What follows belongs to an exercise in optimizing a design on an open flow for small area, a short achievable clock period and few clock cycles per item; a production flow would make more cautious choices.
Function was checked by simulation only, so behaviour that the tests miss may differ from the original.
No activity file was given, so power comes from the tool's default toggle rates.

==> 07-22: inputs <==
## product_gen
module product_gen
#(
parameter WORD_SIZE=29
)
(
  input wire clk,
  output wire[2*WORD_SIZE-1:0] sum1,
  input wire[WORD_SIZE-1:0] min,
  input wire[WORD_SIZE-1:0] q
);
clock: 5.0 ns
lec_check: 0
cap_margin: 20
core_margin: 2
core_utilization: 60
cts_buf_list: sky130_fd_sc_hd__clkbuf_8
cts_cluster_size: 30
setup_slack_margin: 0.3
slew_margin: 20
synth_hierarchical: 1
synth_minimum_keep_size: 0
standard.sh (not shown) runs the stock make flow with config.mk's settings and CLKGATE_MAP_FILE= SYNTH_SCRIPT=/design/flow/synth_recipe.tcl, a recipe that flattens the netlist after the stock synthesis.
==> flow/flow/run.sh <==
#!/bin/bash
set -uo pipefail
export BUFFER_PORTS_ARGS="-buffer_cell sky130_fd_sc_hd__buf_4"
bash standard.sh > standard.log 2>&1
==> 06-03 (differences from 07-22) <==
--- a/flow/config.mk
+++ b/flow/config.mk
@@ -8,7 +8,5 @@
 export CAP_MARGIN = 20
 export CORE_MARGIN = 2
-export CORE_UTILIZATION = 60
-export CTS_BUF_LIST = sky130_fd_sc_hd__clkbuf_8
-export CTS_CLUSTER_SIZE = 30
+export CORE_UTILIZATION = 50
 export SETUP_SLACK_MARGIN = 0.3
 export SLEW_MARGIN = 20
==> 11-26 (differences from 07-22) <==
--- a/flow/config.mk
+++ b/flow/config.mk
@@ -9,7 +9,5 @@
 export CORE_MARGIN = 2
 export CORE_UTILIZATION = 60
-export CTS_BUF_LIST = sky130_fd_sc_hd__clkbuf_8
-export CTS_CLUSTER_SIZE = 30
-export SETUP_SLACK_MARGIN = 0.3
+export SETUP_SLACK_MARGIN = 0.7
 export SLEW_MARGIN = 20
 export SYNTH_HIERARCHICAL = 1
==> 05-11 (differences from 07-22) <==
--- a/flow/config.mk
+++ b/flow/config.mk
@@ -9,7 +9,5 @@
 export CORE_MARGIN = 2
 export CORE_UTILIZATION = 60
-export CTS_BUF_LIST = sky130_fd_sc_hd__clkbuf_8
-export CTS_CLUSTER_SIZE = 30
-export SETUP_SLACK_MARGIN = 0.3
+export SETUP_SLACK_MARGIN = 0.5
 export SLEW_MARGIN = 20
 export SYNTH_HIERARCHICAL = 1
==> qor summary <==
metric	05-11	07-22	11-26	06-03
Status	complete, no violations	complete, no violations	complete, no violations	complete, no violations
Met1 routing resource usage after global routing	53.59%	56.31%	54.35%	49.43%
Synthesis-to-finish area growth	13.53%	10.85%	19.24%	13.49%
Net Sw Frac	47.91%	49.08%	47.52%	48.21%
Buf/Inv on CP	3	3	2	3
Setup crit start	q[11]	q[19]	r1368	r1342
Critical Path End Type	flop	flop	output pin	output pin
Final worst setup slack	510.5 ps	384.3 ps	642.8 ps	464.6 ps
Worst setup timing slack at the placement stage	-227.8 ps	-77.69 ps	-148.8 ps	148.0 ps
Highest clock rate	222.7 MHz	216.7 MHz	229.5 MHz	220.5 MHz
Final Instance Count excl. Fillers	2646	2644	2667	2787
Final worst path period need	4490 ps	4616 ps	4357 ps	4535 ps
# nets final	2741	2739	2762	2762
Die Y	194.3 um	194.3 um	194.3 um	212.5 um
Total placed instance area	0.02362 mm^2	0.02356 mm^2	0.02375 mm^2	0.02400 mm^2
Seq power	1.95 mW	1.94 mW	2.00 mW	1.93 mW
Total track usage	39.50%	39.51%	39.31%	33.54%
Fillers	2804	2898	2653	3757
Testbench counts of 07-22, summed over its fixed seeds: cycles 512, items 512.
Testbench counts of 06-03, summed over its fixed seeds: cycles 512, items 512.
Testbench counts of 11-26, summed over its fixed seeds: cycles 512, items 512.
Testbench counts of 05-11, summed over its fixed seeds: cycles 512, items 512.


==> inputs of v39 <==
product_gen again, from the RTL that the note above started with.
## product_gen
module product_gen
#(
parameter WORD_SIZE=29
)
(
  input wire clk,
  output wire[2*WORD_SIZE-1:0] sum1,
  input wire[WORD_SIZE-1:0] min,
  input wire[WORD_SIZE-1:0] q
);
==> flow/config.mk <==
export PLATFORM = sky130hd
export DESIGN_NAME = product_gen
export DESIGN_NICKNAME = product_gen
export VERILOG_FILES = /design/flow/design.v
export SDC_FILE = /design/flow/constraint.sdc
export NUM_CORES = 4
export LEC_CHECK = 0
export CAP_MARGIN = 20
export CORE_MARGIN = 2
export CORE_UTILIZATION = 60
export SETUP_SLACK_MARGIN = 0.3
export SLEW_MARGIN = 20
export SYNTH_HIERARCHICAL = 1
export SYNTH_MINIMUM_KEEP_SIZE = 0
==> flow/constraint.sdc <==
create_clock -name core_clock -period 5.0 [get_ports {clk}]
set_input_delay 1.0000 -clock core_clock [delete_from_list [all_inputs] [get_ports {clk}]]
set_output_delay 1.0000 -clock core_clock [all_outputs]
set_load 0.01 [all_outputs]
==> flow/flow/run.sh <==
#!/bin/bash
set -uo pipefail
export BUFFER_PORTS_ARGS="-buffer_cell sky130_fd_sc_hd__buf_2"
bash standard.sh > standard.log 2>&1
==> inputs of v38, as changes to v39 <==
==> flow/run.sh (new file) <==
#!/bin/bash
# synth_recipe.tcl (not shown) runs the flow's synth.tcl, then flattens the netlist and writes it again
# the make line also repeats each setting of config.mk as NAME=value (left out here)
make -C /OpenROAD-flow-scripts/flow DESIGN_CONFIG=/design/flow/config.mk WORK_HOME=/design/flow/orfs CLKGATE_MAP_FILE= SYNTH_SCRIPT=/design/flow/synth_recipe.tcl finish
- SETUP_SLACK_MARGIN: 0.3 -> 0.5
removed: flow/flow/run.sh
removed: flow/standard.sh
==> results.txt <==
- v38 produced a clean layout. v39 finished with timing, DRC and antenna clean.
- In sequential power, v38 and v39 hardly differ.
- In v38 the wire length is larger than in v39, by about 4%.
- Of v39 and v38, v38 has the higher maximum frequency (gap about 1.9%, measured against v38).
- Via count: v39 is smaller than v38 (about 4%).
- Against v38, the non-clock buffer count of v39 is lower by 122.
- In v39 the combinational power is lower than in v38, by about 10%.
- In v38 the clock-buffer cell count is higher than in v39, by 3.
- In v39 the sequential share of layout area is higher than in v38, by 1.0 points.
- In flip-flop and latch count, v38 and v39 do not differ.
- In die area, v38 and v39 do not differ.
==> figures <==
| quantity | v39 | v38 |
|---|---|---|
| Routed length on met2 | 30.9 mm | 33.3 mm |
| Met1 Track Usage GR | 0.564 | 0.545 |
| Area post-placement | 0.0235 mm^2 | 0.0251 mm^2 |
| Outcome | complete, no violations | complete, no violations |
| Met2 global-route usage | 0.568 | 0.606 |
| Total half-perimeter wirelength after legalization and detailed placement | 56.3 mm | 57.1 mm |
| Sort of element at the start of the critical path | flip-flop | input port |
| Synthesis-to-layout area growth | 11.2% | 23.5% |
| Clock share of power | 0.073 | 0.069 |
| Buffer share of cell area | 0.0808 | 0.142 |
| Via count | 17800 | 18500 |
| Comb pwr share | 0.822 | 0.834 |
| Endpoint of the worst hold path | r1301 | r1300 |
| Clock slew at the register clock pins of the worst setup and hold paths | 0.06 ns | 0.05 ns |
| Period utilisation layout | 0.911 | 0.894 |
| Number of combinational gates with multiple inputs | 1718 | 1719 |
| Cell count after placement | 2629 | 2724 |
| Crit path required time | 4.00 ns | 5.33 ns |
| Share of layout cells above drive strength 1 | 0.163 | 0.219 |
| Min Tclk post-route | 4.56 ns | 4.47 ns |
| Wire length of the first global-routing pass | 111 mm | 114 mm |
| Instance count along the most critical hold path | 3 | 2 |
Testbench counts of v39, summed over its fixed seeds: cycles 512, items 512.
Testbench counts of v38, summed over its fixed seeds: cycles 512, items 512.

==> port drivers added, routing unchanged <==
No port has a modelled driver above. Below, the same layouts with a new extraction and two added sets of constraints.
Step 1 (the two cells are an assumption about what drives the block):
set clk [get_ports {clk}]
set_driving_cell -lib_cell sky130_fd_sc_hd__clkbuf_16 $clk
set_driving_cell -lib_cell sky130_fd_sc_hd__buf_2 [delete_from_list [all_inputs] $clk]
Step 2 times the ports against the registers' clock, not the clock port: input delays grow and output delays shrink by t, the midpoint of the rising clock arrivals with the driver on.
a / b / c = ideal ports / drivers / drivers and shift; a / b = the first two.
| run | t (ns) | setup WS [ns] | hold WS [ns] | worst setup path after step 2 |
|---|---|---|---|---|
| 07-22 | 0.545 | 0.384 / 0.411 / -0.134 | 0.702 / 0.677 / 1.222 | input to register |
| 06-03 | 0.544 | 0.465 / 0.405 / 0.065 | 0.712 / 0.677 / 1.221 | input to register |
| 11-26 | 0.514 | 0.643 / 0.586 / 0.239 | 0.710 / 0.686 / 1.201 | input to register |
| 05-11 | 0.514 | 0.510 / 0.491 / 0.033 | 0.733 / 0.703 / 1.217 | input to register |
| v39 | 0.512 | 0.444 / 0.387 / -0.026 | 0.840 / 0.801 / 1.313 | input to register |
| v38 | 0.510 | 0.530 / 0.499 / 0.056 | 1.089 / 1.060 / 1.570 | input to register |
Met with ideal ports but missed after step 2: setup timing in 07-22 and v39. The setup slack of 07-22, which loses most, moves by +0.027 ns with the drivers and by -0.518 ns with both steps.
